This design comes from an exercise in tuning for small area on the open sky130 flow, not from production work. The RTL was checked by simulation tests, not by an equivalence proof against the original design.

## run 1
## mag_dig_top
module mag_dig_top #(
  parameter ADC_BITS=10,
  parameter W=24,
  parameter FRAC=12,
  parameter LOG2_OSR_MAX=8
)(
  input                 clk,
  input                 rst_n,
  input  [ADC_BITS-1:0] adc_code,
  input                 adc_valid,
  input  [1:0]          mux_sel,
  input  sclk,
  input  cs_n,
  input  mosi,
  output miso,
  input  [31:0]         version_id
);
  reg  [3:0] ph;
  reg        sweep;
  wire [15:0] P = 16'd1 << ph;
  reg        rtC, rtR;         
  reg  [1:0] wax;              
  wire       rtCR = rtC | rtR;
  wire       adc_ok = adc_valid & (mux_sel != 2'd3);
  reg        bv;
  wire [1:0] bax;
  wire [9:0] bs;
  reg        rp;
  reg  [1:0] rpax;
  always @(posedge clk or negedge rst_n) begin
    if (!rst_n) begin
      ph <= 4'd0; sweep <= 1'b1;
      rtC <= 1'b0; rtR <= 1'b0; wax <= 2'd0;
      bv <= 1'b0;
    end else begin
      ph <= ph + 4'd1;
      if (P[15]) begin
        sweep <= 1'b0;
        if (bv | adc_ok) begin
          rtC <= 1'b1; rtR <= 1'b0; wax <= adc_ok ? mux_sel : bax;
        end else if (rp) begin
          rtC <= 1'b0; rtR <= 1'b1; wax <= rpax;
        end else begin
          rtC <= 1'b0; rtR <= 1'b0;
        end
      end
      if (adc_ok) bv <= 1'b1;
      else if (P[0] & rtC) bv <= 1'b0;
    end
  end
  reg        n50, n60, st;
  reg  [7:0] alpha, osr;
  reg        crc_error;
  reg  [2:0] slope24;           
  reg  [2:0] offs, gains;       
  reg  [383:0] LX, LY, LZ, G;
  reg  [1:0] cap_ax;
  reg        cap, cap_g, cap_o;    
  wire [1:0] lsel = rtCR ? wax : cap_ax;
  wire [23:0] HEAD  = (lsel == 2'd0) ? LX[360 +: 24] : (lsel == 2'd1) ? LY[360 +: 24] : LZ[360 +: 24];
  wire [23:0] NEXT  = (lsel == 2'd0) ? LX[336 +: 24] : (lsel == 2'd1) ? LY[336 +: 24] : LZ[336 +: 24];
  wire [23:0] NEXT2 = (lsel == 2'd0) ? LX[312 +: 24] : (lsel == 2'd1) ? LY[312 +: 24] : LZ[312 +: 24];
  wire [23:0] GH  = G[360 +: 24];
  wire [23:0] GN2 = G[312 +: 24];
  reg  [23:0] T;
  reg  [24:0] S;
  reg         ev_r, sl_r, cond_r, flo;
  reg         pyok;             
  wire        pyld;             
  reg  [23:0] OUT0, OUT1;
  reg  [24:0] OUT2;
  reg  [1:0]  dcnt;
  reg  [1:0]  mq;
  wire        mseq = (mq != 2'd0);
  reg         mab;              
  wire        mw = ~rtCR & ~mab & ~mseq & (dcnt != 2'd0);    
  ...
Size in the first run: about 6200 cells after synthesis, about 51 I/O pins, ~65000 um2 of cells after synthesis.
export LEC_CHECK = 0
export ABC_AREA = 1
export CAP_MARGIN = 20
export CORE_MARGIN = 2
export CORE_UTILIZATION = 40
export CTS_CLUSTER_DIAMETER = 84
export CTS_CLUSTER_SIZE = 28
export GPL_TIMING_DRIVEN = 1
export PLACE_DENSITY = 0.55
export SLEW_MARGIN = 20
create_clock -name core_clock -period 55.0 [get_ports {clk}]
standard.sh (not shown) runs the stock make flow with config.mk's settings and CLKGATE_MAP_FILE= SYNTH_SCRIPT=/design/flow/synth_recipe.tcl, a recipe that flattens the netlist after the stock synthesis.
==> flow/flow/run.sh <==
#!/bin/bash
# Own layout flow: the standard ORFS flow (standard.sh, standard synthesis) with two
# changes to how the layout is made:
#  - the port buffers are sky130_fd_sc_hd__buf_1 (every port still gets a buffer);
#  - clock tree synthesis adds no dummy loads (the H-tree is still balanced by its
#    clustering; no register's clock is delayed on purpose).
set -euo pipefail
export BUFFER_PORTS_ARGS="-buffer_cell sky130_fd_sc_hd__buf_1"
export CTS_ARGS="-sink_clustering_enable -repair_clock_nets -sink_clustering_size 28 -sink_clustering_max_diameter 84 -dont_use_dummy_load"
bash standard.sh finish > flow_standard.log 2>&1
The final layout from run 1, which completed every stage, passed the timing, design-rule and antenna checks at the end of the flow.
The following lists how run 2 was set up differently from run 1:
Settings: swapping 40 for 45 in CORE_UTILIZATION; swapping 0.55 for 0.6 in PLACE_DENSITY.
Findings:
Looking at final worst slack, run 2 sits 1390 ps below run 1. Looking only at number of global-route vias before repair, and setting everything else aside, the lower value of run 2 and run 1 goes to run 2. Diff run 1 -> run 2 | number of standard cells in the final layout excluding fillers | decrease of 275.
### run 2 -> run 3
Settings: SLEW_MARGIN now 10, was 20; CAP_MARGIN now 10, was 20.
diff --git a/flow/flow/run.sh b/flow/flow/run.sh
--- a/flow/flow/run.sh
+++ b/flow/flow/run.sh
@@ -2,2 +2,2 @@
-# Own layout flow: the standard ORFS flow (standard.sh, standard synthesis) with two
-# changes to how the layout is made:
+# Own layout flow: the standard ORFS flow (standard.sh) with these changes to how
+# the layout is made (synthesis is the standard one, run first and unchanged):
@@ -6 +6,3 @@
-#    clustering; no register's clock is delayed on purpose).
+#    clustering; no register's clock is delayed on purpose);
+#  - after synthesis, the resizer may only use the small buffers buf_1 / buf_2 when it
+#    repairs slew and capacitance (the platform's own don't-use list is kept).
@@ -7,0 +10 @@
+bash standard.sh synth > flow_synth.log 2>&1
@@ -10 +13,2 @@
-bash standard.sh finish > flow_standard.log 2>&1
+DU="sky130_fd_sc_hd__probe_p_8 sky130_fd_sc_hd__probec_p_8 sky130_fd_sc_hd__lpflow_bleeder_1 sky130_fd_sc_hd__lpflow_clkbufkapwr_1 sky130_fd_sc_hd__lpflow_clkbufkapwr_16 sky130_fd_sc_hd__lpflow_clkbufkapwr_2 sky130_fd_sc_hd__lpflow_clkbufkapwr_4 sky130_fd_sc_hd__lpflow_clkbufkapwr_8 sky130_fd_sc_hd__lpflow_clkinvkapwr_1 sky130_fd_sc_hd__lpflow_clkinvkapwr_16 sky130_fd_sc_hd__lpflow_clkinvkapwr_2 sky130_fd_sc_hd__lpflow_clkinvkapwr_4 sky130_fd_sc_hd__lpflow_clkinvkapwr_8 sky130_fd_sc_hd__lpflow_decapkapwr_12 sky130_fd_sc_hd__lpflow_decapkapwr_3 sky130_fd_sc_hd__lpflow_decapkapwr_4 sky130_fd_sc_hd__lpflow_decapkapwr_6 sky130_fd_sc_hd__lpflow_decapkapwr_8 sky130_fd_sc_hd__lpflow_inputiso0n_1 sky130_fd_sc_hd__lpflow_inputiso0p_1 sky130_fd_sc_hd__lpflow_inputiso1n_1 sky130_fd_sc_hd__lpflow_inputiso1p_1 sky130_fd_sc_hd__lpflow_inputisolatch_1 sky130_fd_sc_hd__lpflow_isobufsrc_1 sky130_fd_sc_hd__lpflow_isobufsrc_16 sky130_fd_sc_hd__lpflow_isobufsrc_2 sky130_fd_sc_hd__lpflow_isobufsrc_4 sky130_fd_sc_hd__lpflow_isobufsrc_8 sky130_fd_sc_hd__lpflow_isobufsrckapwr_16 sky130_fd_sc_hd__lpflow_lsbuf_lh_hl_isowell_tap_1 sky130_fd_sc_hd__lpflow_lsbuf_lh_hl_isowell_tap_2 sky130_fd_sc_hd__lpflow_lsbuf_lh_hl_isowell_tap_4 sky130_fd_sc_hd__lpflow_lsbuf_lh_isowell_4 sky130_fd_sc_hd__lpflow_lsbuf_lh_isowell_tap_1 sky130_fd_sc_hd__lpflow_lsbuf_lh_isowell_tap_2 sky130_fd_sc_hd__lpflow_lsbuf_lh_isowell_tap_4  sky130_fd_sc_hd__buf_4 sky130_fd_sc_hd__buf_6 sky130_fd_sc_hd__buf_8 sky130_fd_sc_hd__buf_12 sky130_fd_sc_hd__buf_16 sky130_fd_sc_hd__bufbuf_8 sky130_fd_sc_hd__bufbuf_16"
+bash standard.sh finish "DONT_USE_CELLS=$DU" > flow_standard.log 2>&1
Results
From run 2 to run 3, die height did not move at all. Going from run 2 to run 3, the core utilization was found to have gone down by 0.27 points. Detailed route, run 3 vs run 2: via total higher for run 3. Taking run 2 as the reference, in run 3 worst setup slack after layout increased by 130 ps relative to the old numbers, area overhead of the layout relative to synthesis decreased by 0.59 points relative to the old numbers.
For run 4, these inputs were changed with respect to run 3:
Settings: CAP_MARGIN changed from 10 to 20; SLEW_MARGIN changed from 10 to 20.
--- outcome ---
On via count, run 4 tracks run 3 almost exactly. Status: final wirelength parity (run 4, run 3). In the reports for run 4 and run 3, the larger hold slack belongs to run 3. The final standard cell count with taps included and fillers excluded on run 3 is in line with that on run 4. From run 3 to run 4 the numbers moved as follows: met3 routing resource usage after global routing up 0.54 points; time the final worst path needs with I/O delays and setup lost 170 ps. When run 4 is set beside run 3, its worst slack at placement turns out to be 140 ps larger. Total area of multi-input combinational cells across run 4 and run 3: no real change. Headroom to the max-slew limit: lower on run 3.
Here is what was changed in the inputs of run 5 compared with run 4.
Settings: a change of GPL_TIMING_DRIVEN from 1 to 0.
diff --git a/flow/flow/run.sh b/flow/flow/run.sh
--- a/flow/flow/run.sh
+++ b/flow/flow/run.sh
@@ -13,0 +14 @@
+export REMOVE_ABC_BUFFERS=1
--- outcome ---
Relative to run 4, clock period minus final worst setup slack has gone up in run 5. From run 4 to run 5 the numbers moved as follows: arrival time at the worst endpoint saw an increase, number of clock buffers in the layout saw an increase. Run 5 vs run 4 — design area rose 0.39%. The diode insertion count for antenna repair of run 5 falls short of that of run 4 by 3. For the first-pass GRT wire length, run 5 came in about 8% lower than run 4 did. When the final numbers for run 5 and run 4 were put side by side, the met1 wire length turned out to be greater in run 4.
Edits applied to the flow inputs when going from run 5 to run 6:
Settings: GPL_TIMING_DRIVEN changed from 0 to 1.
==> flow/flow/run.sh <==
#!/bin/bash
# Own layout flow: the standard ORFS flow (standard.sh) with these changes to how
# the layout is made (synthesis is the standard one, run first and unchanged):
#  - the port buffers are sky130_fd_sc_hd__buf_1 (every port still gets a buffer);
#  - clock tree synthesis adds no dummy loads (the H-tree is still balanced by its
#    clustering; no register's clock is delayed on purpose);
#  - after synthesis, the resizer may only use the small buffers buf_1 / buf_2 when it
#    repairs slew and capacitance.
set -euo pipefail
bash standard.sh synth > flow_synth.log 2>&1
export BUFFER_PORTS_ARGS="-buffer_cell sky130_fd_sc_hd__buf_1"
export CTS_ARGS="-sink_clustering_enable -repair_clock_nets -sink_clustering_size 28 -sink_clustering_max_diameter 84 -dont_use_dummy_load"
export DONT_USE_CELLS="sky130_fd_sc_hd__buf_4 sky130_fd_sc_hd__buf_6 sky130_fd_sc_hd__buf_8 sky130_fd_sc_hd__buf_12 sky130_fd_sc_hd__buf_16 sky130_fd_sc_hd__bufbuf_8 sky130_fd_sc_hd__bufbuf_16"
bash standard.sh finish > flow_standard.log 2>&1
--- outcome ---
For length in cells of the worst reg-to-reg path, dividing the value from run 6 by the value from run 5 gives 1.06. Changes observed in run 6 relative to run 5: clock latency of the later-clocked register in the worst-skew pair stayed essentially flat; fraction of the cycle the final worst path needs fell by 5.0 points. Between run 6 and run 5, the worst setup slack is lower for run 5. Run 5 → run 6: post-route non-filler standard cell count flat, worst hold slack after final layout went up by 28 ps, detailed route wirelength on metal3 down 2200 um.

==> static timing again, ports no longer ideal <==
The flow's constraints put no driver on any port. The routed layouts listed below were extracted and timed again, unchanged, in two steps. Step 1: set_driving_cell puts a clkbuf_16 on clk and a buf_2 on each other input, an assumption about the parent block. Step 2 also shifts input and output timing later by t, the mid clock arrival at the registers, as if the neighbouring blocks saw the same clock. Slacks: ideal / step 1 / step 2; pairs: ideal / step 1.
run	shift t [ns]	slack for setup (ns)	worst data-port slew with drivers (ns)
run 1	0.777	30.212 / 30.212 / 30.212	0.04
run 2	0.811	28.821 / 28.821 / 28.821	0.07
run 3	0.780	28.951 / 28.951 / 28.951	0.06
run 4	0.788	29.124 / 29.124 / 29.124	0.06
run 5	0.773	26.082 / 26.082 / 26.082	0.08
run 6	0.811	28.821 / 28.821 / 28.821	0.07
After both steps every run listed still meets setup and hold.
